From an optimization exercise on the open Yosys and OpenROAD flow, aimed at small area, a short achievable clock period and few clock cycles; shortcuts taken in it are not production practice. At most, simulation tests tie the RTL to the original design; equivalence was not proved. Function not checked in runs 7 and 8: the RTL went through the layout flow alone. No activity file was given, so power comes from the tool's default toggle rates.

## flow/config.mk

```make
export PLATFORM = sky130hd
export DESIGN_NAME = gpio_top
export DESIGN_NICKNAME = gpio_top
export VERILOG_FILES = /design/flow/design.v
export SDC_FILE = /design/flow/constraint.sdc
export NUM_CORES = 4
export LEC_CHECK = 0
export CAP_MARGIN = 20
export CORE_MARGIN = 2
export CORE_UTILIZATION = 40
export PLACE_DENSITY = 0.6
export SETUP_SLACK_MARGIN = 1.0
export SLEW_MARGIN = 20
```

## flow/constraint.sdc

```tcl
create_clock -name core_clock -period 5.0 [get_ports {wb_clk_i}]
set_input_delay 1.0000 -clock core_clock [delete_from_list [all_inputs] [get_ports {wb_clk_i}]]
set_output_delay 1.0000 -clock core_clock [all_outputs]
set_load 0.01 [all_outputs]
```

## flow/design.v

```verilog
module gpio_top(
	wb_clk_i, wb_rst_i, wb_cyc_i, wb_adr_i, wb_dat_i, wb_sel_i, wb_we_i, wb_stb_i,
	wb_dat_o, wb_ack_o, wb_err_o, wb_inta_o,
	aux_i,
	ext_pad_i, ext_pad_o, ext_padoe_o,
	clk_pad_i
);
parameter dw = 32;
parameter aw = 8;
parameter gw = 32;
input             wb_clk_i;
input             wb_rst_i;
input             wb_cyc_i;
input   [aw-1:0]  wb_adr_i;
input   [dw-1:0]  wb_dat_i;
input   [3:0]     wb_sel_i;
input             wb_we_i;
input             wb_stb_i;
output  [dw-1:0]  wb_dat_o;
output            wb_ack_o;
output            wb_err_o;
output            wb_inta_o;
input   [gw-1:0]  aux_i;
input   [gw-1:0]  ext_pad_i;
input             clk_pad_i;
output  [gw-1:0]  ext_pad_o;
output  [gw-1:0]  ext_padoe_o;
reg  [gw-1:0] rgpio_in;
reg  [gw-1:0] rgpio_out;
reg  [gw-1:0] rgpio_oe;
reg  [gw-1:0] rgpio_inte;
reg  [gw-1:0] rgpio_ptrig;
reg  [gw-1:0] rgpio_aux;
reg  [1:0]    rgpio_ctrl;
reg  [gw-1:0] rgpio_ints;
reg  [gw-1:0] rgpio_eclk;
reg  [gw-1:0] rgpio_nec;
reg  [gw-1:0] sync, ext_pad_s;
reg  [gw-1:0] pextc_sampled;
reg           sync_clk, clk_s, clk_r;
reg           wb_inta_o;
reg  [gw-1:0] ext_pad_o;
wire       req    = wb_cyc_i & wb_stb_i;
wire       valid  = (wb_adr_i[7:6] == 2'b00) & (wb_adr_i[1:0] == 2'b00);
wire [3:0] ofs    = wb_adr_i[5:2];
wire       wr     = req & wb_we_i & valid;
assign wb_ack_o = req & valid & ~wb_rst_i;
assign wb_err_o = req & ~valid & ~wb_rst_i;
wire wr_out   = wr & (ofs == 4'h1);
wire wr_oe    = wr & (ofs == 4'h2);
wire wr_inte  = wr & (ofs == 4'h3);
wire wr_ptrig = wr & (ofs == 4'h4);
wire wr_aux   = wr & (ofs == 4'h5);
wire wr_ctrl  = wr & (ofs == 4'h6);
wire wr_ints  = wr & (ofs == 4'h7);
wire wr_eclk  = wr & (ofs == 4'h8);
wire wr_nec   = wr & (ofs == 4'h9);
function [gw-1:0] bytewr;
	input [gw-1:0] old;
	input [dw-1:0] d;
	input [3:0]    s;
	begin
		bytewr[31:24] = s[3] ? d[31:24] : old[31:24];
		bytewr[23:16] = s[2] ? d[23:16] : old[23:16];
		bytewr[15:8]  = s[1] ? d[15:8]  : old[15:8];
		bytewr[7:0]   = s[0] ? d[7:0]   : old[7:0];
	end
endfunction
always @(posedge wb_clk_i or posedge wb_rst_i)
	if (wb_rst_i) begin
		rgpio_out   <= {gw{1'b0}};
		rgpio_oe    <= {gw{1'b0}};
		rgpio_inte  <= {gw{1'b0}};
		rgpio_ptrig <= {gw{1'b0}};
		rgpio_aux   <= {gw{1'b0}};
		rgpio_eclk  <= {gw{1'b0}};
		rgpio_nec   <= {gw{1'b0}};
	end else begin
		if (wr_out)   rgpio_out   <= bytewr(rgpio_out,   wb_dat_i, wb_sel_i);
		if (wr_oe)    rgpio_oe    <= bytewr(rgpio_oe,    wb_dat_i, wb_sel_i);
		if (wr_inte)  rgpio_inte  <= bytewr(rgpio_inte,  wb_dat_i, wb_sel_i);
		if (wr_ptrig) rgpio_ptrig <= bytewr(rgpio_ptrig, wb_dat_i, wb_sel_i);
		if (wr_aux)   rgpio_aux   <= bytewr(rgpio_aux,   wb_dat_i, wb_sel_i);
		if (wr_eclk)  rgpio_eclk  <= bytewr(rgpio_eclk,  wb_dat_i, wb_sel_i);
		if (wr_nec)   rgpio_nec   <= bytewr(rgpio_nec,   wb_dat_i, wb_sel_i);
	end
always @(posedge wb_clk_i or posedge wb_rst_i)
	if (wb_rst_i)
		rgpio_ctrl <= 2'b0;
	else if (wr_ctrl)
		rgpio_ctrl <= wb_dat_i[1:0];
	else if (rgpio_ctrl[0])
		rgpio_ctrl[1] <= rgpio_ctrl[1] | wb_inta_o;
always @(posedge wb_clk_i or posedge wb_rst_i)
	if (wb_rst_i) begin
		sync      <= {gw{1'b0}};
		ext_pad_s <= {gw{1'b0}};
		sync_clk  <= 1'b0;
		clk_s     <= 1'b0;
		clk_r     <= 1'b0;
	end else begin
		sync      <= ext_pad_i;
		ext_pad_s <= sync;
		sync_clk  <= clk_pad_i;
		clk_s     <= sync_clk;
		clk_r     <= clk_s;
	end
wire          pedge   = clk_s & ~clk_r;
wire          nedge   = ~clk_s & clk_r;
wire [gw-1:0] in_lach = (~rgpio_nec & {gw{pedge}}) | (rgpio_nec & {gw{nedge}});
wire [gw-1:0] extc_in = (in_lach & ext_pad_s) | (~in_lach & pextc_sampled);
wire [gw-1:0] in_muxed = (rgpio_eclk & pextc_sampled) | (~rgpio_eclk & ext_pad_s);
always @(posedge wb_clk_i or posedge wb_rst_i)
	if (wb_rst_i) begin
		pextc_sampled <= {gw{1'b0}};
		rgpio_in      <= {gw{1'b0}};
	end else begin
		pextc_sampled <= extc_in;
		rgpio_in      <= in_muxed;
	end
always @(posedge wb_clk_i or posedge wb_rst_i)
	if (wb_rst_i)
		rgpio_ints <= {gw{1'b0}};
	else if (wr_ints)
		rgpio_ints <= wb_dat_i;
	else if (rgpio_ctrl[0])
		rgpio_ints <= rgpio_ints | (((in_muxed ^ rgpio_in) & ~(in_muxed ^ rgpio_ptrig)) & rgpio_inte);
always @(posedge wb_clk_i or posedge wb_rst_i)
	if (wb_rst_i)
		wb_inta_o <= 1'b0;
	else
		wb_inta_o <= (|rgpio_ints) & rgpio_ctrl[0];
assign ext_padoe_o = rgpio_oe;
always @(posedge wb_clk_i or posedge wb_rst_i)
	if (wb_rst_i)
		ext_pad_o <= {gw{1'b0}};
	else
		ext_pad_o <= (rgpio_out & ~rgpio_aux) | (aux_i & rgpio_aux);
reg [dw-1:0] rdat;
always @(*)
	case (ofs)
		4'h1:    rdat = rgpio_out;
		4'h2:    rdat = rgpio_oe;
		4'h3:    rdat = rgpio_inte;
		4'h4:    rdat = rgpio_ptrig;
		4'h5:    rdat = rgpio_aux;
		4'h6:    rdat = {{dw-2{1'b0}}, rgpio_ctrl};
		4'h7:    rdat = rgpio_ints;
		4'h8:    rdat = rgpio_eclk;
		4'h9:    rdat = rgpio_nec;
		default: rdat = rgpio_in;
	endcase
assign wb_dat_o = rdat;
endmodule
```

## flow/run.sh

```bash
#!/bin/bash
# synth_recipe.tcl (not shown) runs the flow's synth.tcl, then flattens the netlist and writes it again
# the make line also repeats each setting of config.mk as NAME=value (left out here)
make -C /OpenROAD-flow-scripts/flow DESIGN_CONFIG=/design/flow/config.mk WORK_HOME=/design/flow/orfs CLKGATE_MAP_FILE= SYNTH_SCRIPT=/design/flow/synth_recipe.tcl finish
```

==> flow_summary.ini, run 1 <==
[logic_synthesis]
synth.ff_latch_count = 422
synthFlopType = dfrtp_1
synth_cell_type_count = 48
synth_edf_count = 0
synth_top_family_by_area = multiplexers
ys_async_sr_fraction_pct = 100.0
yosysWarnings = 1
syn-num-nets = 1458
synth.avg_cell_area_um2 = 13.46
synth_top_cell_area_share_pct = 58.39
yosys.area_share.simple_pct = 9.256
synth_compound_area_share_pct = 8.862
netlist_area_mm2 = 0.01809
synth_adder_area_share_pct = 0
synth.area.mux_share_pct = 21.77
synth_top_cell_by_area = dfrtp_1
synth_cells = 1344
synth_seq_area_share_pct = 58.39
synth_xor_area_share_pct = 0
ys_top_cells_by_area = dfrtp_1 58%, mux2_1 14%, mux2_2 5.9%, a22oi_1 2.3%, mux2i_1 1.7%

[clock_tree]
cts.clk_slew.worst_paths_ns = 0.06
numClockSinks = 422
root_buffer = clkbuf_16
cts_tree = yes
insertion_delay_ns = 0.59
htree_levels = 2
cts_buffers = 47
cts_max_path_buffers = 3

[worst_setup_path]
startpoint = wb_adr_i[3]
start_kind = input port
crit_fanout = 12
reg2reg_slack_ns = 3.26
critical_path_arrival_ns = 2.95
r2r-start = clk_s$_DFF_PP0_
cp.required_ns = 4.00
reg2regPathDepth = 5
cp-end-kind = primary output
critPathKind = in -> out

[placement]
place_ws_ns = 0.3988
gp_congestion = 0.8003
hpwl_um = 33730
port_buffers = 212

[die]
row_count = 77
die-area_mm2 = 0.04693
die_height_um = 216.6
start_util_pct = 40.72
die_w_um = 216.6
pin_count = 213
fp.coreArea_mm2 = 0.04441

[cells_and_area]
layout-drive-gt1-share_pct = 16.59
n_fill_cell = 3829
synthToLayoutAreaGrowth_pct = 25.52
multi_input_area_mm2 = 0.007296
regArea_mm2 = 0.01056
final_nets = 1693

[sta]
fin_worst_skew_ns = 0.02534
relSlewSlack_pct = 42.78
tightest_slew_ns = 0.8562
fin_setup_tns_ns = 0
maxSlewViolCount = 0
period_needed_ns = 3.950
finalWorstSetupSlack_ns = 1.050
grt_setup_unrepaired = false
hold_viol_final = 0
setup_violations = 0
fin_crit_sh_pct = 78.99
max_freq_mhz = 253.2

[pwr]
cellPowerDensity_mw_per_mm2 = 332.1
p_leak_nw = 10.55
ir_drop_mv = 0.2251

[global_route]
antenna_found_initial = 6
grt_pass1_wl_um = 79450
grt_max_degree = 124
overflow = 0
track_usage_pct = 22.33
grt_pass1_vias = 12730

[status]
status = finished clean

[worst_hold_path]
worstHoldStart = sync[21]$_DFF_PP0_
hold_depth = 0
hold_path.class = reg -> reg

[drt]
dr_total_vias = 12310
routed_wl_um = 51720
via_per_inst = 5.574
wl_per_cell_um = 23.41
drc = 0
drt-pass1-iter-count = 7
antenna_left = 0
drt_iter0_markers = 941

[run]
drv_cap = 0
==> area by class of cell <==
cell class / instances / share of cell area (%)
inverters: 3 / 0.06614
well taps: 592 / 3.263
multi-input cells: 853 / 32.14
flip-flops and latches: 422 / 46.52
repair buffers: 252 / 11.23
diodes: 2 / 0.02205
clock inverters: 19 / 0.7000
clock buffers: 66 / 6.068
==> metrics by stage <==
| step | power [mW] | area [um^2] | std cells | hold slack, ns | utilization, % |
|---|---|---|---|---|---|
| floorplan | 3.871 | 18090 | 1344 | 0.3312 | - |
| global placement | 4.154 | 21040 | 2117 | 0.3334 | 47.37 |
| detailed placement | 4.162 | 21040 | 2117 | 0.3347 | 47.37 |
| CTS | 7.625 | 22690 | 2207 | 0.3384 | 51.08 |
| global route | 7.830 | 22700 | 2208 | 0.3489 | 51.11 |
| finish | 7.538 | 22700 | 2209 | 0.3438 | 51.11 |
==> what timing repair did <==
item / CTS / global route
pin swaps: 8 / 11
setup buffers: 2 / 0
cloned: 3 / 0
hold buffers: 0 / 0
endpoints found under the setup margin: 32 / 15
resized for setup: 62 / 20
==> final timing paths <==
kind                                            to
max                                   wb_dat_o[16]
min                        ext_pad_s[21]$_DFF_PP0_
max reg2reg                              flip-flop
min reg2reg                ext_pad_s[21]$_DFF_PP0_
max in group asynchronous                async pin
min in group asynchronous       sync[13]$_DFF_PP0_
==> layer usage <==
layer	vias up	wire, um	track usage, %
li1	5497	-	-
met1	6338	23650	32.08
met2	401	23480	34.04
met3	77	3280	4.632
met4	0	1309	6.781
met5	-	0	0
==> logic make-up (layout without fill, tap and decap cells) <==
logic type	after synthesis	after routing
AO/OA/AOI/OAI	207	207
buffers and inverters	69	340
flip-flops	422	422
multiplexers	352	352
other	0	2
AND/OR/NAND/NOR	294	294
==> synth_stat cells (3+ instances only) <==
library cell / instances
nand2b_1: 48
buf_2: 36
nand3_1: 25
and3_1: 3
a2111oi_0: 3
nand2_1: 47
nor2_1: 56
a221oi_1: 28
o32a_1: 3
a221o_1: 3
o21ai_0: 13
buf_1: 5
inv_1: 3
a21oi_1: 20
nor4_1: 8
a22oi_1: 56
nor3b_1: 11
and2_1: 11
mux2_1: 226
dfrtp_1: 422
and3b_1: 9
a22o_1: 29
o22ai_1: 3
a2bb2oi_1: 32
and4bb_1: 3
nand4_1: 29
mux2_2: 95
clkbuf_1: 23
o211ai_1: 9
nor4b_2: 4
nand2_2: 28
mux2i_1: 30
==> power by group <==
| group | internal [mW] | switching, mW | total (mW) |
|---|---|---|---|
| Sequential | 3.52 | 0.0604 | 3.58 |
| Clock | 2.02 | 1.42 | 3.44 |
| Combinational | 0.246 | 0.273 | 0.519 |
==> flip-flops by register name, summed over array words and instances (netlist names), 2 cells and up, named ones only <==
| register | flops |
|---|---|
| ext_pad_o | 32 |
| ext_pad_s | 32 |
| rgpio_aux | 32 |
| rgpio_ctrl | 2 |
| rgpio_eclk | 32 |
| rgpio_in | 32 |
| rgpio_inte | 32 |
| rgpio_ints | 32 |
| rgpio_nec | 32 |
| rgpio_oe | 32 |
| rgpio_out | 32 |
| rgpio_ptrig | 32 |
| sync | 32 |
==> critical path, stage by stage <==
cell	delay, ns
dlygate4sd2_1	0.30
buf_12	0.18
nor4b_4	0.13
buf_4	0.16
buf_12	0.15
a22o_1	0.27
a221oi_1	0.23
nand4_1	0.21
clkdlybuf4s15_1	0.29
==> cells in the final DEF (no fill, tap or decap), drive strengths merged, types with 28 or more instances in the layout <==
master,count
dfrtp,422
mux2,321
clkdlybuf4s50,176
nand2,75
clkbuf,72
nor2,56
a22oi,56
nand2b,48
buf,40
a2bb2oi,32
mux2i,30
a22o,29
nand4,29
a221oi,28
Testbench counts, summed over its fixed seeds: cycles 24,000.
==> inputs of run 2 (changes only) <==
--- a/flow/config.mk
+++ b/flow/config.mk
@@ -9,5 +9,5 @@
 export CORE_MARGIN = 2
 export CORE_UTILIZATION = 40
 export PLACE_DENSITY = 0.6
-export SETUP_SLACK_MARGIN = 1.0
+export SETUP_SLACK_MARGIN = 2.0
 export SLEW_MARGIN = 20
==> run 2 against run 1 <==
Compared with the run above: highest routed layer is now met5; critical path type unchanged; maximum frequency increased by 9.2%; largest power group unchanged; combinational power rose by 14%; core utilization increased by 2.6 points; hold slack worse by 0.0053 ns; global-route usage increased by 1.4 points.
==> flow_summary.ini, run 2 <==
[sta]
hold_viol_final = 0
fin_crit_sh_pct = 72.33
finalWorstSetupSlack_ns = 1.384
period_needed_ns = 3.616
setup_violations = 0
max_freq_mhz = 276.5
grt_setup_unrepaired = true
tightest_slew_ns = 0.8341
relSlewSlack_pct = 44.26
fin_worst_skew_ns = 0.02355
maxSlewViolCount = 0

[pwr]
cellPowerDensity_mw_per_mm2 = 322.9
power.net_switching_mw = 1.760
power_mw = 7.709
p_seq_share_pct = 46.4
p_sw_share_pct = 22.83
clock_power_share_pct = 45.9
internal_power_mw = 5.949
combPwrFrac_pct = 7.7
ir_drop_mv = 0.1763
p_leak_nw = 11.12

[worst_setup_path]
cp_slowest_cell = nor4b_4
start_kind = input port
critical-path-max-stage-delay_ns = 0.31
crit_top_cell = buf_12
crit_buf_inv = 7
crit_fanout = 5
path_cells = buf_8 -> buf_12 -> buf_12 -> nor4b_4 -> buf_6 -> buf_12 -> buf_6 -> a22o_1 -> a221oi_2 -> nand4_1 -> buf_2
cp.required_ns = 4.00
cp-end-kind = primary output
critical_path_arrival_ns = 2.62
critPathKind = in -> out
cpLargestDelayFamily = buffers and inverters

[placement]
gp_congestion = 0.8058
dp.cells = 2124
hpwl_um = 34700
place_ws_ns = 0.4743
port_buffers = 212

[logic_synthesis]
synth_cell_type_count = 48
synth_top_cell_area_share_pct = 58.39
synth_edf_count = 0
synth_most_common_cell = dfrtp_1
synth_seq_area_share_pct = 58.39
synth_top_cell_by_area = dfrtp_1
synthFlopType = dfrtp_1
syn-num-nets = 1458
synth.ff_latch_count = 422
synth.avg_cell_area_um2 = 13.46
ys_top_cells_by_area = dfrtp_1 58%, mux2_1 14%, mux2_2 5.9%, a22oi_1 2.3%, mux2i_1 1.7%
netlist_area_mm2 = 0.01809
ys_async_sr_fraction_pct = 100.0
synth_common_cells = 422 x dfrtp_1, 226 x mux2_1, 95 x mux2_2
yosysWarnings = 1
synth_cells = 1344

[die]
die_w_um = 216.6
pin_count = 213
die_height_um = 216.6
die-area_mm2 = 0.04693
fp.coreArea_mm2 = 0.04441
row_count = 77
start_util_pct = 40.72

[drt]
drt_iter0_markers = 1033
via_per_inst = 5.620
dr_total_vias = 12800
drt-pass1-iter-count = 7
routed_wl_um = 55500
wl_per_cell_um = 24.38
drc = 0
antenna_left = 0

[global_route]
antenna_found_initial = 3
grt_pass1_vias = 13320
track_usage_pct = 23.72
grt_max_degree = 68
overflow = 0
grt_pass1_wl_um = 83710

[clock_tree]
cts.clk_slew.worst_paths_ns = 0.06
numClockSinks = 422
root_buffer = clkbuf_16
htree_levels = 2
postCtsHoldBufs = 0
cts_max_path_buffers = 3
cts_tree = yes
insertion_delay_ns = 0.59
cts_buffers = 47

[cells_and_area]
stdcell_count = 2277
final_nets = 1761
mostFrequentLayoutCells = 422 x dfrtp_1, 226 x mux2_1, 170 x clkdlybuf4s50_1
layout-drive-gt1-share_pct = 23.65
final_common_cell = dfrtp_1
synthToLayoutAreaGrowth_pct = 32.02

[run]
drv_cap = 0

[status]
status = finished clean

[worst_hold_path]
hold_path.class = reg -> reg
==> run 2: path summary, 6_finish.rpt <==
| kind | end | slack, ns | depth (start not counted) | startpoint |
|---|---|---|---|---|
| worst max-delay path | wb_dat_o[30] | 1.38 | 11 | wb_adr_i[5] |
| worst min-delay path | ext_pad_s[5]$_DFF_PP0_ | 0.34 | 0 | sync[5]$_DFF_PP0_ |
| worst max register to register | flip-flop | 3.22 | 5 | clk_s$_DFF_PP0_ |
| worst min register to register | ext_pad_s[5]$_DFF_PP0_ | 0.34 | 0 | sync[5]$_DFF_PP0_ |
| max in group asynchronous | sync[20]$_DFF_PP0_ | 3.00 | 3 | wb_rst_i |
| min in group asynchronous | async pin | 1.00 | 2 | wb_rst_i |
==> run 2: power by group through the flow <==
| stage | combinational (mW) | clock [mW] | sequential, mW |
|---|---|---|---|
| 2_1_floorplan | 0.267 | 0 | 3.62 |
| 3_3_place_gp | 0.528 | 0 | 3.64 |
| 3_5_place_dp | 0.533 | 0 | 3.64 |
| 4_1_cts | 0.581 | 3.61 | 3.58 |
| 5_1_grt | 0.640 | 3.75 | 3.59 |
| 6_report | 0.591 | 3.54 | 3.58 |
==> run 2: layout make-up <==
type	count	area (um^2)
Clock inverter	10	125.1
Antenna cell	2	5.005
Inverter	3	15.01
Fill cell	3682	20540
Clock buffer	75	1454
Timing Repair Buffer	320	3461
Sequential cell	422	10560
Multi-Input combinational cell	853	7516
Tap cell	592	740.7
==> run 2: cell families after synthesis <==
kind of cell	synth area share, %
buffers and inverters	1.723
AOI/OAI and AO/OA	8.862
and+or+nand+nor	9.256
muxes	21.77
DFF	58.39
==> run 2: per-stage QoR <==
step	hold WS, ns	TNS (ns)	utilization [%]	area [um^2]
after floorplan	0.3312	-714.65	-	18350
after detailed placement	0.3355	0	47.70	21180
final	0.3385	0	53.76	23880
after global routing	0.3524	0	53.75	23870
after global placement	0.3336	0	47.70	21180
after CTS	0.3461	0	53.13	23600
==> run 2: timing repair <==
action,4_1_cts,5_1_grt
pin swaps,50,28
cloned,8,1
setup endpoints to repair,62,34
buffers inserted,47,10
gates resized for setup,237,43
==> run 2: per-layer routing <==
layer  part of all wire (%)  track usage (%)
met5                  0.023                0
met4                    3.2            8.881
met3                    6.6            4.491
met2                     45            36.31
met1                     45            33.57
==> run 2: worst register-to-register path: cells and delay by family, from the launching register on <==
kind / cells / cell delay [ns]
DFF: 1 / 0.43
and+or+nand+nor: 2 / 0.25
AOI/OAI and AO/OA: 1 / 0.11
buffers and inverters: 1 / 0.51
muxes: 1 / 0.36
==> inputs of run 3 (changes only) <==
--- a/flow/config.mk
+++ b/flow/config.mk
@@ -9,5 +9,5 @@
 export CORE_MARGIN = 2
 export CORE_UTILIZATION = 40
 export PLACE_DENSITY = 0.6
-export SETUP_SLACK_MARGIN = 2.0
+export SETUP_SLACK_MARGIN = 3.0
 export SLEW_MARGIN = 20
==> run 3 against run 2 <==
Compared with the run above: synthesized cell count unchanged; hold slack better by 0.0053 ns; still clean on timing, DRC and antenna; final cell count grew 1.9%; cell area up 11%; non-clock buffer count grew 44; combinational power is 12% higher.
==> flow_summary.ini, run 3 <==
[logic_synthesis]
yosys.area_share.simple_pct = 9.256
syn-num-nets = 1458
synth_top_cell_area_share_pct = 58.39
synth_cell_type_count = 48
synth_top_family_by_area = multiplexers
synth_seq_area_share_pct = 58.39
synth_edf_count = 0
synth_cells = 1344
ys_top_cells_by_area = dfrtp_1 58%, mux2_1 14%, mux2_2 5.9%, a22oi_1 2.3%, mux2i_1 1.7%
synth_top_cell_by_area = dfrtp_1
synth_xor_area_share_pct = 0
synth.ff_latch_count = 422
synth_adder_area_share_pct = 0
synth.avg_cell_area_um2 = 13.46
synth_most_common_cell = dfrtp_1
netlist_area_mm2 = 0.01809
ys_async_sr_fraction_pct = 100.0
synth_common_cells = 422 x dfrtp_1, 226 x mux2_1, 95 x mux2_2
yosysWarnings = 1
synth.area.mux_share_pct = 21.77
synth_compound_area_share_pct = 8.862
synthFlopType = dfrtp_1

[placement]
port_buffers = 212
place_ws_ns = 0.2109
hpwl_um = 34490
gp_congestion = 0.8251

[sta]
fin_worst_skew_ns = 0.009718
relSlewSlack_pct = 42.07
max_freq_mhz = 278.7
setup_violations = 0
fin_crit_sh_pct = 71.76
grt_setup_unrepaired = true
period_needed_ns = 3.588
finalWorstSetupSlack_ns = 1.412
fin_setup_tns_ns = 0
tightest_slew_ns = 0.8642
hold_viol_final = 0
maxSlewViolCount = 0

[global_route]
grt_pass1_wl_um = 90610
grt_max_degree = 89
grt_pass1_vias = 14030
track_usage_pct = 25.83
antenna_found_initial = 2
overflow = 0

[worst_setup_path]
crit_top_cell = buf_12
start_kind = input port
worst-path-stages = 10
reg2reg_slack_ns = 3.22
cp-end-kind = primary output
cp_slowest_cell = a22o_1
reg2regPathDepth = 5
critical_path_arrival_ns = 2.59
startpoint = wb_adr_i[3]
critical-path-max-stage-delay_ns = 0.24
cpLargestDelayFamily = buffers and inverters
cp.required_ns = 4.00
path_cells = buf_12 -> buf_12 -> nor4b_4 -> buf_6 -> buf_12 -> buf_16 -> a22o_1 -> a221oi_2 -> nand4_1 -> buf_2
critPathKind = in -> out
crit_buf_inv = 6
r2r-start = clk_s$_DFF_PP0_
crit_fanout = 6

[die]
row_count = 77
die_height_um = 216.6
start_util_pct = 40.72
die-area_mm2 = 0.04693
fp.coreArea_mm2 = 0.04441
pin_count = 213
die_w_um = 216.6

[worst_hold_path]
worstHoldStart = sync[7]$_DFF_PP0_
whs_endpoint = ext_pad_s[7]$_DFF_PP0_
hold_path.class = reg -> reg
hold_depth = 0

[drt]
dr_total_vias = 13170
drc = 0
routed_wl_um = 60890
via_per_inst = 5.678
wl_per_cell_um = 26.24
antenna_left = 0
drt-pass1-iter-count = 5
drt_iter0_markers = 969

[pwr]
power_mw = 8.046
ir_drop_mv = 0.2211
p_leak_nw = 12.31
cellPowerDensity_mw_per_mm2 = 304.7

[clock_tree]
insertion_delay_ns = 0.58
cts_buffers = 47
htree_levels = 2
root_buffer = clkbuf_16
cts_max_path_buffers = 3
cts.clk_slew.worst_paths_ns = 0.06
numClockSinks = 422
cts_tree = yes
postCtsHoldBufs = 0

[run]
drv_cap = 0

[cells_and_area]
layout-drive-gt1-share_pct = 47.10
synthToLayoutAreaGrowth_pct = 45.98
final_nets = 1806
final_common_cell = dfrtp_1
mostFrequentLayoutCells = 421 x dfrtp_1, 225 x mux2_4, 102 x clkdlybuf4s50_1

[status]
status = finished clean
## run 3: changes by cell type in the layout (fill, tap and decap cells not counted), sizes merged
cell | previous run | this run
clkinv | 7 | 4
bufbuf | 4 | 2
clkinvlp | 1 | 6
buf | 138 | 252
clkdlybuf4s15 | 2 | 1
bufinv | 3 | 9
clkdlybuf4s50 | 170 | 102
dlygate4sd2 | 0 | 3
clkbuf | 81 | 70
## run 3: worst max path at each step
stage | endpoint | slack (ns)
CTS | wb_dat_o[18] | 1.42
finish | wb_dat_o[23] | 1.41
global route | wb_dat_o[14] | 1.37
detailed placement | wb_dat_o[31] | 0.21
floorplan | async pin | -1.69
global placement | wb_dat_o[21] | 0.28
## run 3: cell type report
| type | instances | area [um^2] |
|---|---|---|
| antenna | 2 | 5.005 |
| clock buffer | 66 | 1380 |
| clock inverter | 17 | 320.3 |
| fill | 3397 | 18010 |
| inverter | 3 | 15.01 |
| multi-input combinational | 853 | 9200 |
| sequential | 422 | 10560 |
| tap | 592 | 740.7 |
| timing repair buffer | 364 | 4174 |
| timing repair inverter | 1 | 5.005 |
## run 3: timing repair
action | in CTS | in global routing
cloned | 19 | 5
pin swaps | 50 | 62
endpoints found under the setup margin | 658 | 471
resized for setup | 631 | 106
buffers inserted | 74 | 20
hold endpoints to repair | 0 | 0
## run 3: logic make-up after synthesis
logic type,after synthesis
AOI/OAI and AO/OA,207
buffers and inverters,69
DFF,422
muxes,352
and+or+nand+nor,294
## run 3: where the power goes
part	internal (mW)	switching, mW
Combinational	0.330	0.332
Sequential	3.52	0.0654
Clock	2.38	1.42
## run 3: through the flow
step	utilization [%]	cells	area, um^2	hold WS, ns
after floorplan	-	1344	19760	0.3312
after global placement	50.38	2117	22380	0.3339
after detailed placement	50.38	2117	22380	0.3347
after CTS	57.76	2293	25650	0.3446
after global routing	59.44	2319	26400	0.3524
final	59.44	2320	26400	0.3439
## run 3: worst reg2reg max path: cells and delay by family, from the launching register on
kind,cells,cell delay [ns]
buf+inv,1,0.51
flops,1,0.41
mux,1,0.35
compound gates,1,0.21
simple gates,2,0.19
## run 3: routing by layer
metal	global-route usage [%]	vias to the layer above	wire [um]
met5	0	-	0
met4	9.795	0	2278
met3	4.561	138	3799
met2	41.36	457	28240
met1	35.13	6870	26570
li1	-	5708	-
==> inputs of run 4 (changes only) <==
==> flow/flow/run.sh (new file) <==
#!/bin/bash
cp standard.sh standard_sh.txt
export BUFFER_PORTS_ARGS="-buffer_cell sky130_fd_sc_hd__buf_1"
bash standard.sh > standard.log 2>&1
==> flow/standard.sh (new file) <==
#!/bin/bash
# synth_recipe.tcl (not shown) runs the flow's synth.tcl, then flattens the netlist and writes it again
# the make line also repeats each setting of config.mk as NAME=value (left out here)
make -C /OpenROAD-flow-scripts/flow DESIGN_CONFIG=/design/flow/config.mk WORK_HOME=/design/flow/orfs CLKGATE_MAP_FILE= SYNTH_SCRIPT=/design/flow/synth_recipe.tcl "${@:-finish}"
--- a/flow/config.mk
+++ b/flow/config.mk
@@ -9,5 +9,4 @@
 export CORE_MARGIN = 2
 export CORE_UTILIZATION = 40
 export PLACE_DENSITY = 0.6
-export SETUP_SLACK_MARGIN = 3.0
 export SLEW_MARGIN = 20
removed: flow/run.sh
==> run 4 against run 3 <==
Compared with the run above: largest power group is now registers; core utilization down 12 points; register-to-register slack better by 0.03 ns; total power down 7.6%; largest cell class unchanged; cell area down 20%.
==> flow_summary.ini, run 4 <==
[sta]
period_needed_ns = 4.262
tightest_slew_ns = 1.026
hold_viol_final = 0
max_freq_mhz = 234.6
setup_violations = 0
holdWs_ns = 0.3455
relSlewSlack_pct = 31.63
maxSlewViolCount = 0
fin_worst_skew_ns = 0.02387
fin_crit_sh_pct = 85.24
grt_setup_unrepaired = false

[die]
start_util_pct = 40.72
die_height_um = 216.6
row_count = 77
pin_count = 213
fp.coreArea_mm2 = 0.04441
die-area_mm2 = 0.04693
die_w_um = 216.6

[logic_synthesis]
synth_top_cell_by_area = dfrtp_1
synth_most_common_cell = dfrtp_1
syn-num-nets = 1458
synth.avg_cell_area_um2 = 13.46
synth.ff_latch_count = 422
netlist_area_mm2 = 0.01809
synth_cell_type_count = 48
synthFlopType = dfrtp_1
synth_seq_area_share_pct = 58.39
synth_common_cells = 422 x dfrtp_1, 226 x mux2_1, 95 x mux2_2
synth_edf_count = 0
yosysWarnings = 1
synth_cells = 1344
ys_async_sr_fraction_pct = 100.0
synth_top_cell_area_share_pct = 58.39
ys_top_cells_by_area = dfrtp_1 58%, mux2_1 14%, mux2_2 5.9%, a22oi_1 2.3%, mux2i_1 1.7%

[worst_setup_path]
start_kind = input port
cp-end-kind = primary output
crit_fanout = 19
cp-endpoint = wb_dat_o[15]
reg2regPathDepth = 5
cp.required_ns = 4.00
startpoint = wb_adr_i[4]
critPathKind = in -> out
critical_path_arrival_ns = 3.26
reg2reg_slack_ns = 3.25
r2r-start = clk_r$_DFF_PP0_

[clock_tree]
insertion_delay_ns = 0.59
postCtsHoldBufs = 0
root_buffer = clkbuf_16
cts_max_path_buffers = 3
cts_tree = yes
cts_buffers = 46
ctsResizeCount = 0
numClockSinks = 422
htree_levels = 2
cts_setup_buffers = 0
cts.clk_slew.worst_paths_ns = 0.06

[cells_and_area]
layout-drive-gt1-share_pct = 14.84
synthToLayoutAreaGrowth_pct = 17.17
mostFrequentLayoutCells = 422 x dfrtp_1, 226 x mux2_1, 212 x buf_1
stdcell_area_mm2 = 0.02119
final_util_pct = 47.71
stdcell_count = 2199
final_common_cell = dfrtp_1
final_nets = 1681

[global_route]
grt_max_degree = 109
grt_pass1_wl_um = 78990
overflow = 0
track_usage_pct = 22.32
grt_pass1_vias = 12700
antenna_found_initial = 4

[placement]
port_buffers = 212
dp.cells = 2111
gp_congestion = 0.8062
dpl_cell_area_mm2 = 0.01966
hpwl_um = 34060

[drt]
via_per_inst = 5.610
drc = 0
dr_total_vias = 12340
drt_iter0_markers = 908
antenna_left = 0
routed_wl_um = 52230
wl_per_cell_um = 23.75
drt-pass1-iter-count = 5

[pwr]
combPwrFrac_pct = 5.8
internal_power_mw = 5.680
p_seq_share_pct = 48.2
ir_drop_mv = 0.2437
clock_power_share_pct = 46.1
p_leak_nw = 9.811
power.net_switching_mw = 1.751
p_sw_share_pct = 23.56
cellPowerDensity_mw_per_mm2 = 350.6
power_mw = 7.430

[run]
drv_cap = 0

[status]
status = finished clean

[worst_hold_path]
hold_path.class = reg -> reg
==> run 4: routing by layer <==
layer | track usage [%] | up-vias | part of all wire [%]
met5 | 0 | - | 0.052
met4 | 6.963 | 4 | 2.2
met2 | 34.44 | 433 | 46
met1 | 31.51 | 6351 | 45
li1 | - | 5472 | -
met3 | 4.842 | 77 | 6.8
==> run 4: layout make-up <==
cell class,count,area (um^2)
multi-input cells,853,7252
flip-flops and latches,422,10560
well taps,592,740.7
diodes,3,7.507
inverters,3,15.01
repair buffers,241,1089
fillers,4010,23220
clock buffers,68,1374
clock inverters,17,153.9
==> run 4: logic make-up after synthesis <==
group	after synthesis	share of synthesized area, %
DFF	422	58.39
muxes	352	21.77
and+or+nand+nor	294	9.256
AOI/OAI and AO/OA	207	8.862
buffers and inverters	69	1.723
==> run 4: power by group through the flow <==
| stage | Sequential [mW] | Combinational, mW | Clock, mW |
|---|---|---|---|
| floorplan | 3.62 | 0.249 | 0 |
| global placement | 3.63 | 0.424 | 0 |
| detailed placement | 3.64 | 0.434 | 0 |
| CTS | 3.58 | 0.435 | 3.50 |
| global route | 3.59 | 0.472 | 3.64 |
| finish | 3.58 | 0.428 | 3.42 |
==> run 4: critical path, cell delays in order <==
cell and delay, ns:
buf_1 0.74, o21a_1 0.29, a21o_1 0.55, buf_12 0.28, nand2_1 0.07, nand4_1 0.15, buf_1 0.18
==> run 4: how the worst min path moves through the flow <==
stage | from | end | depth (start not counted)
after floorplan | sync_clk$_DFF_PP0_ | clk_s$_DFF_PP0_ | 0
after global placement | sync[12]$_DFF_PP0_ | ext_pad_s[12]$_DFF_PP0_ | 0
after detailed placement | sync[26]$_DFF_PP0_ | ext_pad_s[26]$_DFF_PP0_ | 0
after CTS | sync[26]$_DFF_PP0_ | ext_pad_s[26]$_DFF_PP0_ | 0
after global routing | sync[26]$_DFF_PP0_ | ext_pad_s[26]$_DFF_PP0_ | 0
final | sync[15]$_DFF_PP0_ | ext_pad_s[15]$_DFF_PP0_ | 0
==> run 4: stage by stage <==
step | setup WS [ns] | setup TNS, ns
final | 0.7382 | 0
after floorplan | -1.693 | -714.65
after CTS | 0.7594 | 0
after global placement | 0.7775 | 0
after global routing | 0.5881 | 0
after detailed placement | 0.7569 | 0
==> inputs of run 5 (changes only) <==
--- a/flow/config.mk
+++ b/flow/config.mk
@@ -9,4 +9,5 @@
 export CORE_MARGIN = 2
 export CORE_UTILIZATION = 40
 export PLACE_DENSITY = 0.6
+export SETUP_SLACK_MARGIN = 2.0
 export SLEW_MARGIN = 20
==> run 5 against run 4 <==
Compared with the run above: critical path depth is the same; area after synthesis is the same; non-clock buffer count grew 40; hold slack gained 0.00064 ns; maximum frequency grew 23%; synthesized cell count is the same; combinational power grew 14%; final cell count grew 1.9%; largest power group unchanged.
==> flow_summary.ini, run 5 <==
[status]
status = finished clean

[sta]
max_freq_mhz = 287.9
fin_crit_sh_pct = 69.46
fin_setup_tns_ns = 0
relSlewSlack_pct = 36.01
fin_worst_skew_ns = 0.01245
maxSlewViolCount = 0
holdWs_ns = 0.3461
grt_setup_unrepaired = true
setup_violations = 0
period_needed_ns = 3.473
tightest_slew_ns = 0.9598
hold_viol_final = 0

[die]
die_height_um = 216.6
row_count = 77
start_util_pct = 40.72
die-area_mm2 = 0.04693
die_w_um = 216.6
pin_count = 213
fp.coreArea_mm2 = 0.04441

[clock_tree]
root_buffer = clkbuf_16
cts_buffers = 47
cts.clk_slew.worst_paths_ns = 0.06
cts_max_path_buffers = 3
postCtsHoldBufs = 0
numClockSinks = 422
htree_levels = 2
insertion_delay_ns = 0.57
cts_tree = yes

[logic_synthesis]
yosysWarnings = 1
synth_top_cell_by_area = dfrtp_1
synth_cells = 1344
synth.avg_cell_area_um2 = 13.46
synthFlopType = dfrtp_1
netlist_area_mm2 = 0.01809
syn-num-nets = 1458
synth_edf_count = 0
synth_most_common_cell = dfrtp_1
ys_async_sr_fraction_pct = 100.0
synth_top_cell_area_share_pct = 58.39
synth_common_cells = 422 x dfrtp_1, 226 x mux2_1, 95 x mux2_2
synth_cell_type_count = 48
ys_top_cells_by_area = dfrtp_1 58%, mux2_1 14%, mux2_2 5.9%, a22oi_1 2.3%, mux2i_1 1.7%
synth.ff_latch_count = 422
synth_seq_area_share_pct = 58.39

[cells_and_area]
mostFrequentLayoutCells = 422 x dfrtp_1, 226 x mux2_1, 181 x buf_1
stdcell_count = 2241
synthToLayoutAreaGrowth_pct = 22.64
layout-drive-gt1-share_pct = 21.52
final_util_pct = 49.94
final_nets = 1722
final_common_cell = dfrtp_1
stdcell_area_mm2 = 0.02218

[global_route]
grt_max_degree = 155
grt_pass1_vias = 12930
grt_pass1_wl_um = 80310
track_usage_pct = 22.71
overflow = 0
antenna_found_initial = 5

[pwr]
combPwrFrac_pct = 6.5
clock_power_share_pct = 46.2
internal_power_mw = 5.811
p_leak_nw = 10.36
cellPowerDensity_mw_per_mm2 = 340.9
ir_drop_mv = 0.2206
p_seq_share_pct = 47.3
power.net_switching_mw = 1.750
p_sw_share_pct = 23.15

[drt]
routed_wl_um = 53640
drc = 0
dr_total_vias = 12480
drt_iter0_markers = 835
wl_per_cell_um = 23.94
drt-pass1-iter-count = 5
via_per_inst = 5.568
antenna_left = 0

[placement]
hpwl_um = 33640
dp.cells = 2114
port_buffers = 212
gp_congestion = 0.8030
dpl_cell_area_mm2 = 0.01971

[worst_setup_path]
start_kind = input port
cp.required_ns = 4.00
cp-end-kind = primary output
crit_fanout = 6
critPathKind = in -> out
critical_path_arrival_ns = 2.47

[run]
drv_cap = 0

[worst_hold_path]
hold_path.class = reg -> reg
run 5: changes by cell type in the layout (fill, tap and decap cells not counted), moves of 9 or more:
cell	before	now
buf_4	23	32
a221oi_2	0	27
buf_6	0	14
buf_2	0	25
buf_1	212	181
a221oi_1	28	1
run 5: kinds of logic after synthesis:
family	count (synthesis)	share of synthesized area, %
AOI/OAI and AO/OA	207	8.862
buffers and inverters	69	1.723
DFF	422	58.39
muxes	352	21.77
and+or+nand+nor	294	9.256
run 5: power by group through the flow:
stage / Sequential (mW) / Clock, mW / Combinational (mW)
after floorplan: 3.62 / 0 / 0.267
after global placement: 3.63 / 0 / 0.425
after detailed placement: 3.64 / 0 / 0.433
after CTS: 3.58 / 3.58 / 0.478
after global routing: 3.59 / 3.71 / 0.536
final: 3.58 / 3.49 / 0.489
run 5: repair_timing:
action | CTS | global route
gates cloned | 6 | 3
pin swaps | 33 | 20
buffers inserted | 22 | 6
gates resized for setup | 103 | 28
endpoints found under the setup margin | 33 | 32
run 5: layout make-up:
| class | instances | area (um^2) |
|---|---|---|
| inverters | 3 | 15.01 |
| fillers | 3877 | 22230 |
| clock inverters | 13 | 130.1 |
| repair buffers | 281 | 1743 |
| diodes | 4 | 10.01 |
| flip-flops and latches | 422 | 10560 |
| clock buffers | 73 | 1446 |
| well taps | 592 | 740.7 |
| multi-input cells | 853 | 7536 |
run 5: per-layer routing:
| metal | track usage [%] | share of wire [%] | vias up |
|---|---|---|---|
| met5 | 0 | 0.019 | - |
| li1 | - | - | 5565 |
| met1 | 32.28 | 46 | 6435 |
| met4 | 8.470 | 3.3 | 2 |
| met3 | 3.986 | 5.8 | 96 |
| met2 | 34.84 | 45 | 379 |
run 5: critical path: stages:
cell and delay, ns:
buf_12 0.12, buf_2 0.16, and4b_4 0.23, buf_12 0.14, a221o_1 0.29, o32a_1 0.39, buf_2 0.15
run 5: metrics by stage:
stage          total power, mW  setup WS [ns]
3_5_place_dp             4.070         0.9737
3_3_place_gp             4.060         0.9750
6_report                 7.561          1.527
2_1_floorplan            3.889         -1.693
4_1_cts                  7.638          1.573
5_1_grt                  7.830          1.462
run 5: path summary, 6_finish.rpt:
check	startpoint	endpoint	slack (ns)	cells after the start
hold / removal	sync[5]$_DFF_PP0_	ext_pad_s[5]$_DFF_PP0_	0.35	0
setup / recovery	wb_adr_i[3]	wb_dat_o[31]	1.53	7
hold reg to reg	sync[5]$_DFF_PP0_	ext_pad_s[5]$_DFF_PP0_	0.35	0
setup reg to reg	clk_r$_DFF_PP0_	flip-flop	3.24	5
max in group asynchronous	wb_rst_i	ext_pad_s[21]$_DFF_PP0_	3.41	3
min in group asynchronous	wb_rst_i	ext_pad_o[15]$_DFF_PP0_	0.41	2
==> inputs of run 6 (changes only) <==
==> flow/run.sh (new file) <==
#!/bin/bash
# synth_recipe.tcl (not shown) runs the flow's synth.tcl, then flattens the netlist and writes it again
# the make line also repeats each setting of config.mk as NAME=value (left out here)
make -C /OpenROAD-flow-scripts/flow DESIGN_CONFIG=/design/flow/config.mk WORK_HOME=/design/flow/orfs CLKGATE_MAP_FILE= SYNTH_SCRIPT=/design/flow/synth_recipe.tcl finish
--- a/flow/config.mk
+++ b/flow/config.mk
@@ -9,5 +9,4 @@
 export CORE_MARGIN = 2
 export CORE_UTILIZATION = 40
 export PLACE_DENSITY = 0.6
-export SETUP_SLACK_MARGIN = 2.0
 export SLEW_MARGIN = 20
removed: flow/flow/run.sh
removed: flow/standard.sh
==> run 6 against run 5 <==
Compared with the run above: first-iteration DRC count up 9.1%; sequential power about the same; core utilization increased by 0.90 points; total power is 0.32% lower; critical path depth grew 1; still clean on timing, DRC and antenna; largest cell class unchanged; maximum frequency shrank 25%.
==> flow_summary.ini, run 6 <==
[sta]
max_freq_mhz = 216.5
period_needed_ns = 4.618
hold_viol_final = 0
fin_worst_skew_ns = 0.02403
grt_setup_unrepaired = false
fin_crit_sh_pct = 92.37
tightest_slew_ns = 0.8506
relSlewSlack_pct = 43.16
setup_violations = 0
maxSlewViolCount = 0
finalWorstSetupSlack_ns = 0.3817

[logic_synthesis]
syn-num-nets = 1458
synth.avg_cell_area_um2 = 13.46
synthFlopType = dfrtp_1
netlist_area_mm2 = 0.01809
ys_top_cells_by_area = dfrtp_1 58%, mux2_1 14%, mux2_2 5.9%, a22oi_1 2.3%, mux2i_1 1.7%
synth.ff_latch_count = 422
synth_seq_area_share_pct = 58.39
yosysWarnings = 1
synth_edf_count = 0
synth_cell_type_count = 48
synth_top_cell_area_share_pct = 58.39
ys_async_sr_fraction_pct = 100.0
synth_most_common_cell = dfrtp_1
synth_top_cell_by_area = dfrtp_1
synth_common_cells = 422 x dfrtp_1, 226 x mux2_1, 95 x mux2_2
synth_cells = 1344

[drt]
drt_iter0_markers = 911
antenna_left = 0
wl_per_cell_um = 23.19
drc = 0
drt-pass1-iter-count = 6
via_per_inst = 5.593
dr_total_vias = 12320
routed_wl_um = 51090

[global_route]
antenna_found_initial = 6
overflow = 0
track_usage_pct = 21.99
grt_max_degree = 124
grt_pass1_wl_um = 78400
grt_pass1_vias = 12700

[placement]
hpwl_um = 33730
place_ws_ns = 0.3988
port_buffers = 212
gp_congestion = 0.8003
dp.cells = 2117

[pwr]
power_mw = 7.537
p_leak_nw = 10.39
cellPowerDensity_mw_per_mm2 = 333.8
ir_drop_mv = 0.2267

[worst_setup_path]
path_cells = clkdlybuf4s50_1 -> buf_12 -> nor4b_4 -> buf_4 -> a22o_1 -> a221oi_1 -> nand4_1 -> clkdlybuf4s50_1
cp.required_ns = 4.00
start_kind = input port
crit_buf_inv = 4
crit_top_cell = clkdlybuf4s50_1
cp_slowest_cell = clkdlybuf4s50_1
critPathKind = in -> out
cp-end-kind = primary output
cpLargestDelayFamily = buffers and inverters
crit_fanout = 19
critical-path-max-stage-delay_ns = 0.68
critical_path_arrival_ns = 3.62

[clock_tree]
postCtsHoldBufs = 0
cts_setup_buffers = 0
htree_levels = 2
ctsResizeCount = 0
cts.clk_slew.worst_paths_ns = 0.06
cts_max_path_buffers = 3
cts_tree = yes
insertion_delay_ns = 0.59
root_buffer = clkbuf_16
numClockSinks = 422
cts_buffers = 47

[cells_and_area]
multi_input_area_mm2 = 0.007252
layout-drive-gt1-share_pct = 15.28
synthToLayoutAreaGrowth_pct = 24.84
final_common_cell = dfrtp_1
mostFrequentLayoutCells = 422 x dfrtp_1, 226 x mux2_1, 212 x clkdlybuf4s50_1
final_nets = 1688
regArea_mm2 = 0.01056
stdcell_count = 2203
n_fill_cell = 3834

[die]
fp.coreArea_mm2 = 0.04441
pin_count = 213
die_height_um = 216.6
die-area_mm2 = 0.04693
row_count = 77
start_util_pct = 40.72
die_w_um = 216.6

[worst_hold_path]
hold_path.class = reg -> reg

[run]
drv_cap = 0

[status]
status = finished clean
==> run 6: changes by cell type in the layout (fill, tap and decap cells not counted), moves of 7 or more <==
| cell | before | now |
|---|---|---|
| buf_1 | 181 | 0 |
| clkinv_2 | 6 | 13 |
| a221oi_1 | 1 | 28 |
| buf_6 | 14 | 0 |
| a221oi_2 | 27 | 0 |
| buf_2 | 25 | 0 |
| clkdlybuf4s50_1 | 0 | 212 |
==> run 6: cells by family after synthesis <==
| logic type | after synthesis | share of synthesized area (%) |
|---|---|---|
| DFF | 422 | 58.39 |
| muxes | 352 | 21.77 |
| and+or+nand+nor | 294 | 9.256 |
| AOI/OAI and AO/OA | 207 | 8.862 |
| buffers and inverters | 69 | 1.723 |
==> run 6: cell type report <==
class                           count  share of cell area, %
Timing Repair Buffer              247                  10.95
Antenna cell                        1                0.01108
Clock inverter                     19                 0.7038
Clock buffer                       66                  6.101
Tap cell                          592                  3.280
Multi-Input combinational cell    853                  32.12
Sequential cell                   422                  46.77
Inverter                            3                0.06650
==> run 6: through the flow <==
step	hold slack, ns	utilization [%]	setup TNS, ns	cell area [um^2]
finish	0.3427	50.84	0	22580
global route	0.3489	50.84	0	22580
CTS	0.3384	50.83	0	22580
detailed placement	0.3347	47.37	0	21040
global placement	0.3334	47.37	0	21040
floorplan	0.3312	-	-714.65	18090
==> run 6: path summary, 6_finish.rpt <==
path / startpoint / end / slack (ns) / depth (start not counted)
max reg2reg: clk_s$_DFF_PP0_ / flip-flop / 3.27 / 5
min in group asynchronous: wb_rst_i / sync[13]$_DFF_PP0_ / 0.90 / 2
min: sync[21]$_DFF_PP0_ / ext_pad_s[21]$_DFF_PP0_ / 0.34 / 0
max in group asynchronous: wb_rst_i / rgpio_out[3]$_DFFE_PP0P_ / 3.00 / 3
min reg2reg: sync[21]$_DFF_PP0_ / ext_pad_s[21]$_DFF_PP0_ / 0.34 / 0
max: wb_adr_i[5] / wb_dat_o[14] / 0.38 / 8
==> run 6: per-layer routing <==
metal  track usage (%)  part of all wire [%]  up-vias
met5                 0                     0        -
met2             33.61                    45      395
met4             6.849                   2.5        0
li1                  -                     -     5484
met3             4.982                   6.3       76
met1             31.17                    46     6366
==> run 6: power by group <==
part	internal (mW)	switching (mW)	leakage [nW]
logic	0.250	0.270	4.20
clock network	2.02	1.42	0.773
registers	3.52	0.0601	5.42
total	5.79	1.75	10.4
==> run 6: worst reg2reg max path, cell delays in order, from the launching register on <==
cell and delay (ns):
dfrtp_1 0.43, nand2b_1 0.09, buf_4 0.48, nor2_1 0.10, a21oi_1 0.17, mux2_2 0.35
==> inputs of run 7 (changes only) <==
--- a/flow/design.v
+++ b/flow/design.v
@@ -136,19 +136,33 @@
 		ext_pad_o <= {gw{1'b0}};
 	else
 		ext_pad_o <= (rgpio_out & ~rgpio_aux) | (aux_i & rgpio_aux);
-reg [dw-1:0] rdat;
-always @(*)
-	case (ofs)
-		4'h1:    rdat = rgpio_out;
-		4'h2:    rdat = rgpio_oe;
-		4'h3:    rdat = rgpio_inte;
-		4'h4:    rdat = rgpio_ptrig;
-		4'h5:    rdat = rgpio_aux;
-		4'h6:    rdat = {{dw-2{1'b0}}, rgpio_ctrl};
-		4'h7:    rdat = rgpio_ints;
-		4'h8:    rdat = rgpio_eclk;
-		4'h9:    rdat = rgpio_nec;
+wire [3:0] ofs_r = wb_adr_i[5:2];
+wire [dw-1:0] ctrl_w = {{dw-2{1'b0}}, rgpio_ctrl};
+reg  [dw-1:0] g0, g1, g2, rdat;
+always @(*) begin
+	case (ofs_r[1:0])
+		2'd0: g0 = rgpio_in;
+		2'd1: g0 = rgpio_out;
+		2'd2: g0 = rgpio_oe;
+		default: g0 = rgpio_inte;
+	endcase
+	case (ofs_r[1:0])
+		2'd0: g1 = rgpio_ptrig;
+		2'd1: g1 = rgpio_aux;
+		2'd2: g1 = ctrl_w;
+		default: g1 = rgpio_ints;
+	endcase
+	case (ofs_r[1:0])
+		2'd0: g2 = rgpio_eclk;
+		2'd1: g2 = rgpio_nec;
+		default: g2 = rgpio_in;
+	endcase
+	case (ofs_r[3:2])
+		2'd0: rdat = g0;
+		2'd1: rdat = g1;
+		2'd2: rdat = g2;
 		default: rdat = rgpio_in;
 	endcase
+end
 assign wb_dat_o = rdat;
 endmodule
==> flow/flow/run.sh (new file) <==
#!/bin/bash
cp standard.sh standard_sh.txt
export BUFFER_PORTS_ARGS="-buffer_cell sky130_fd_sc_hd__buf_1"
bash standard.sh > standard.log 2>&1
==> flow/standard.sh (new file) <==
#!/bin/bash
# synth_recipe.tcl (not shown) runs the flow's synth.tcl, then flattens the netlist and writes it again
# the make line also repeats each setting of config.mk as NAME=value (left out here)
make -C /OpenROAD-flow-scripts/flow DESIGN_CONFIG=/design/flow/config.mk WORK_HOME=/design/flow/orfs CLKGATE_MAP_FILE= SYNTH_SCRIPT=/design/flow/synth_recipe.tcl "${@:-finish}"
--- a/flow/config.mk
+++ b/flow/config.mk
@@ -9,4 +9,5 @@
 export CORE_MARGIN = 2
 export CORE_UTILIZATION = 40
 export PLACE_DENSITY = 0.6
+export SETUP_SLACK_MARGIN = 2.0
 export SLEW_MARGIN = 20
removed: flow/run.sh
==> run 7 against run 6 <==
Compared with the run above: worst setup slack better by 1.4 ns; routed wire length up 9.7%; global-route usage up 0.48 points; critical path depth down 1; largest power group is now the clock network; register-to-register slack worse by 0.20 ns; critical path type unchanged; count of clock-buffer cells in the layout up 2.
==> flow_summary.ini, run 7 <==
[status]
status = finished clean

[cells_and_area]
synthToLayoutAreaGrowth_pct = 25.38
final_nets = 1817
final_common_cell = dfrtp_1
mostFrequentLayoutCells = 422 x dfrtp_1, 311 x mux2_2, 178 x buf_1
stdcell_area_mm2 = 0.02368
final_util_pct = 50.87
layout-drive-gt1-share_pct = 34.94

[logic_synthesis]
synth.avg_cell_area_um2 = 13.14
ys_async_sr_fraction_pct = 100.0
yosysWarnings = 1
synth_top_cell_by_area = dfrtp_1
synth_top_cell_area_share_pct = 55.91
synth.ff_latch_count = 422
synthFlopType = dfrtp_1
synth_seq_area_share_pct = 55.91
synth_cell_type_count = 41
synth_common_cells = 422 x dfrtp_1, 312 x mux2_2, 116 x mux2i_1
ys_top_cells_by_area = dfrtp_1 56%, mux2_2 19%, mux2i_1 6.1%, a21oi_1 2.8%, nand2b_1 2.4%
syn-num-nets = 1551
synth_most_common_cell = dfrtp_1
netlist_area_mm2 = 0.01889
synth_cells = 1437
synth_edf_count = 0

[die]
pin_count = 213
die-area_mm2 = 0.04897
fp.coreArea_mm2 = 0.04656
die_height_um = 221.3
start_util_pct = 40.57
die_w_um = 221.3
row_count = 79

[placement]
gp_congestion = 0.7871
dpl_cell_area_mm2 = 0.02052
port_buffers = 212
hpwl_um = 33210

[worst_setup_path]
cp_slowest_cell = or2_4
reg2reg_slack_ns = 3.07
start_kind = input port
path_cells = clkbuf_16 -> or2_4 -> buf_12 -> buf_8 -> o211ai_1 -> o211a_1 -> buf_2
cpLargestDelayFamily = buffers and inverters
startpoint = wb_adr_i[3]
cp.required_ns = 4.00
cp-end-kind = primary output
critPathKind = in -> out
crit_fanout = 7
critical-path-max-stage-delay_ns = 0.32
critical_path_arrival_ns = 2.26
crit_buf_inv = 4
r2r-start = rgpio_ints[19]$_DFFE_PP0P_

[drt]
drc = 0
drt_iter0_markers = 962
drt-pass1-iter-count = 5
antenna_left = 0
dr_total_vias = 13010
via_per_inst = 5.535
wl_per_cell_um = 23.84
routed_wl_um = 56060

[clock_tree]
cts_tree = yes
insertion_delay_ns = 0.58
root_buffer = clkbuf_16
postCtsHoldBufs = 0
htree_levels = 2
cts_max_path_buffers = 3
numClockSinks = 422
cts.clk_slew.worst_paths_ns = 0.06
cts_buffers = 47

[worst_hold_path]
worstHoldStart = sync[24]$_DFF_PP0_
hold_path.class = reg -> reg

[pwr]
cellPowerDensity_mw_per_mm2 = 342.7
p_leak_nw = 10.94
ir_drop_mv = 0.2711

[global_route]
grt_max_degree = 120
grt_pass1_wl_um = 83750
track_usage_pct = 22.47
overflow = 0
antenna_found_initial = 4
grt_pass1_vias = 13390

[sta]
relSlewSlack_pct = 28.68
fin_crit_sh_pct = 65.29
max_freq_mhz = 306.3
grt_setup_unrepaired = true
tightest_slew_ns = 1.060
period_needed_ns = 3.264
fin_worst_skew_ns = 0.009530
setup_violations = 0
hold_viol_final = 0
maxSlewViolCount = 0

[run]
drv_cap = 0
run 7: logic make-up (layout without fill, tap and decap cells):
kind of cell / Yosys count / in the layout / synth area share [%]
muxes: 461 / 461 / 27.73
other: 0 / 4 / 0
DFF: 422 / 422 / 55.91
buffers and inverters: 71 / 369 / 1.557
AOI/OAI and AO/OA: 231 / 231 / 7.565
and+or+nand+nor: 252 / 257 / 7.240
run 7: metrics by stage:
| step | TNS (ns) | setup slack [ns] | hold WS (ns) | power (mW) | cells |
|---|---|---|---|---|---|
| floorplan | -714.65 | -1.693 | 0.3312 | 3.995 | 1437 |
| global placement | 0 | 1.120 | 0.3339 | 4.170 | 2209 |
| detailed placement | 0 | 1.101 | 0.3347 | 4.181 | 2209 |
| CTS | 0 | 1.694 | 0.3390 | 8.167 | 2339 |
| global route | 0 | 1.687 | 0.3546 | 8.403 | 2349 |
| finish | 0 | 1.736 | 0.3435 | 8.116 | 2351 |
run 7: final timing paths:
check | to | cells past startpoint
max | wb_dat_o[22] | 7
min | ext_pad_s[24]$_DFF_PP0_ | 0
max reg2reg | wb_inta_o$_DFF_PP0_ | 3
min reg2reg | ext_pad_s[24]$_DFF_PP0_ | 0
max in group asynchronous | ext_pad_o[23]$_DFF_PP0_ | 3
min in group asynchronous | sync_clk$_DFF_PP0_ | 2
run 7: where the power goes:
group	internal [mW]	switching, mW	total (mW)
clock	2.42	1.43	3.85
combinational	0.304	0.384	0.687
sequential	3.52	0.0665	3.58
total	6.24	1.88	8.12
run 7: area by class of cell:
class / instances / area [um^2]
fill: 4021 / 22870
sequential: 422 / 10560
multi-input combinational: 949 / 8504
timing repair buffer: 279 / 2097
clock buffer: 68 / 1408
tap: 607 / 759.5
clock inverter: 18 / 325.3
inverter: 4 / 18.77
antenna: 4 / 10.01
run 7: timing repair:
item,in CTS,in global routing
gates resized for setup,110,51
gates cloned,21,5
buffers inserted,23,3
endpoints found under the setup margin,88,49
pin swaps,14,20
run 7: routing by layer:
metal | vias to the layer above | global-route usage, % | routed length [um]
met1 | 6714 | 31.56 | 25430
met5 | - | 0 | 12
met4 | 2 | 6.971 | 1483
li1 | 5823 | - | -
met2 | 386 | 34.67 | 25810
met3 | 87 | 5.086 | 3326
==> inputs of run 8 (changes only) <==
--- a/flow/config.mk
+++ b/flow/config.mk
@@ -5,6 +5,7 @@
 export SDC_FILE = /design/flow/constraint.sdc
 export NUM_CORES = 4
 export LEC_CHECK = 0
+export ABC_CLOCK_PERIOD_IN_PS = 800
 export CAP_MARGIN = 20
 export CORE_MARGIN = 2
 export CORE_UTILIZATION = 40
==> run 8 against run 7 <==
Compared with the run above: still clean; non-clock buffer count unchanged; clock skew unchanged; global-route usage unchanged; total power unchanged; sequential share of layout area unchanged; critical path type unchanged; critical endpoint unchanged; largest cell class unchanged.
==> flow_summary.ini, run 8 <==
[logic_synthesis]
synth_top_cell_by_area = dfrtp_1
synth_seq_area_share_pct = 55.91
netlist_area_mm2 = 0.01889
syn-num-nets = 1551
synth_cell_type_count = 41
ys_async_sr_fraction_pct = 100.0
synth_top_cell_area_share_pct = 55.91
ys_top_cells_by_area = dfrtp_1 56%, mux2_2 19%, mux2i_1 6.1%, a21oi_1 2.8%, nand2b_1 2.4%
synth.ff_latch_count = 422
synth_most_common_cell = dfrtp_1
synthFlopType = dfrtp_1
synth.avg_cell_area_um2 = 13.14
synth_common_cells = 422 x dfrtp_1, 312 x mux2_2, 116 x mux2i_1
synth_edf_count = 0
yosysWarnings = 1
synth_cells = 1437

[worst_setup_path]
cp-end-kind = primary output
critical-path-max-stage-delay_ns = 0.32
path_cells = clkbuf_16 -> or2_4 -> buf_12 -> buf_8 -> o211ai_1 -> o211a_1 -> buf_2
start_kind = input port
cp.required_ns = 4.00
r2r-start = rgpio_ints[19]$_DFFE_PP0P_
reg2regPathDepth = 3
critPathKind = in -> out
cp_slowest_cell = or2_4
startpoint = wb_adr_i[3]
crit_fanout = 7
critical_path_arrival_ns = 2.26

[cells_and_area]
final_util_pct = 50.87
synthToLayoutAreaGrowth_pct = 25.38
n_fill_cell = 4021
stdcell_count = 2351
layout-drive-gt1-share_pct = 34.94
regArea_mm2 = 0.01056
mostFrequentLayoutCells = 422 x dfrtp_1, 311 x mux2_2, 178 x buf_1
stdcell_area_mm2 = 0.02368
final_nets = 1817
final_common_cell = dfrtp_1
multi_input_area_mm2 = 0.008504

[pwr]
ir_drop_mv = 0.2711
p_leak_nw = 10.94
cellPowerDensity_mw_per_mm2 = 342.7
power_mw = 8.116

[placement]
port_buffers = 212
hpwl_um = 33210
dp.cells = 2209
dpl_cell_area_mm2 = 0.02052
gp_congestion = 0.7871
place_ws_ns = 1.101

[drt]
via_per_inst = 5.535
drt-pass1-iter-count = 5
drc = 0
dr_total_vias = 13010
wl_per_cell_um = 23.84
antenna_left = 0
routed_wl_um = 56060
drt_iter0_markers = 962

[global_route]
track_usage_pct = 22.47
antenna_found_initial = 4
grt_max_degree = 120
overflow = 0
use_met2_pct = 34.67
grtUsageMet1_pct = 31.56
grt_pass1_vias = 13390
met3_usage_pct = 5.086
grt_pass1_wl_um = 83750
grt_busiest_layer = met2

[status]
status = finished clean

[die]
die_height_um = 221.3
row_count = 79
fp.coreArea_mm2 = 0.04656
pin_count = 213
start_util_pct = 40.57
die_w_um = 221.3
die-area_mm2 = 0.04897

[run]
drv_cap = 0

[clock_tree]
cts_buffers = 47
numClockSinks = 422
postCtsHoldBufs = 0
root_buffer = clkbuf_16
cts_max_path_buffers = 3
htree_levels = 2
cts_tree = yes
insertion_delay_ns = 0.58
cts.clk_slew.worst_paths_ns = 0.06

[sta]
grt_setup_unrepaired = true
hold_viol_final = 0
fin_crit_sh_pct = 65.29
holdWs_ns = 0.3435
setup_violations = 0
fin_setup_tns_ns = 0
finalWorstSetupSlack_ns = 1.736
fin_worst_skew_ns = 0.009530
maxSlewViolCount = 0
tightest_slew_ns = 1.060
period_needed_ns = 3.264
relSlewSlack_pct = 28.68
max_freq_mhz = 306.3

[worst_hold_path]
worstHoldStart = sync[24]$_DFF_PP0_
hold_depth = 0
hold_path.class = reg -> reg
[run 8: path summary, 6_finish.rpt]
kind | end | slack, ns
max in group asynchronous | ext_pad_o[23]$_DFF_PP0_ | 3.18
worst max register to register | wb_inta_o$_DFF_PP0_ | 3.07
worst min-delay path | ext_pad_s[24]$_DFF_PP0_ | 0.34
min in group asynchronous | sync_clk$_DFF_PP0_ | 0.65
worst min register to register | ext_pad_s[24]$_DFF_PP0_ | 0.34
worst max-delay path | wb_dat_o[22] | 1.74
[run 8: worst max-delay path: cells and delay by family]
family,cells,cell delay [ns]
AO/OA/AOI/OAI,2,0.36
buffers and inverters,4,0.57
AND/OR/NAND/NOR,1,0.32
[run 8: repair_timing]
item,in CTS,in global routing
setup endpoints to repair,88,49
buffers inserted,23,3
pin swaps,14,20
gates resized for setup,110,51
cloned,21,5
[run 8: power by group]
part | switching [mW] | internal [mW]
registers | 0.0665 | 3.52
logic | 0.384 | 0.304
clock network | 1.43 | 2.42
total | 1.88 | 6.24
[run 8: final cells by class]
class                      instances  share of cell area, %
timing repair buffer             279                  8.855
sequential                       422                  44.59
multi-input combinational        949                  35.91
inverter                           4                0.07925
clock buffer                      68                  5.944
antenna                            4                0.04227
clock inverter                    18                  1.374
tap                              607                  3.207
[run 8: logic make-up after synthesis]
kind of cell	after synthesis	synth area share (%)
muxes	461	27.73
DFF	422	55.91
and+or+nand+nor	252	7.240
AOI/OAI and AO/OA	231	7.565
buffers and inverters	71	1.557
[run 8: layer usage]
layer / vias up / part of all wire, % / routed length [um]
met3: 87 / 5.9 / 3326
li1: 5823 / - / -
met2: 386 / 46 / 25810
met4: 2 / 2.6 / 1483
met1: 6714 / 45 / 25430
met5: - / 0.021 / 12

static timing again, ports no longer ideal:
How much do the figures lean on ideal ports? The routed layouts below were timed once more, with nothing changed but the port constraints.
Step 1 (the two cells are an assumption about what drives the block):
set clk [get_ports {wb_clk_i}]
set_driving_cell -lib_cell sky130_fd_sc_hd__clkbuf_16 $clk
set_driving_cell -lib_cell sky130_fd_sc_hd__buf_2 [delete_from_list [all_inputs] $clk]
Step 2 also shifts input and output timing later by t, the mid clock arrival at the registers, as if the neighbouring blocks saw the same clock.
Slacks: no drivers / after step 1 / after step 2; pairs: no drivers / after step 1.
run | t, ns | slack for setup (ns) | worst setup path after step 2 | clock arrival spread, ns | worst data-port slew with drivers (ns)
run 1 | 0.635 | 1.050 / 1.021 / 1.021 | input to output | 0.026 / 0.026 | 0.10
run 2 | 0.631 | 1.384 / 1.343 / 1.343 | input to output | 0.025 / 0.025 | 0.09
run 3 | 0.625 | 1.412 / 1.348 / 1.348 | input to output | 0.014 / 0.015 | 0.10
run 4 | 0.626 | 0.738 / 0.671 / 0.671 | input to output | 0.025 / 0.026 | 0.09
run 5 | 0.623 | 1.527 / 1.443 / 1.443 | input to output | 0.017 / 0.017 | 0.12
run 6 | 0.631 | 0.382 / 0.356 / 0.356 | input to output | 0.024 / 0.024 | 0.10
run 7 | 0.630 | 1.736 / 1.525 / 1.382 | input to register | 0.012 / 0.012 | 0.20
run 8 | 0.630 | 1.736 / 1.525 / 1.382 | input to register | 0.012 / 0.012 | 0.20
After both steps every run listed still meets setup and hold.
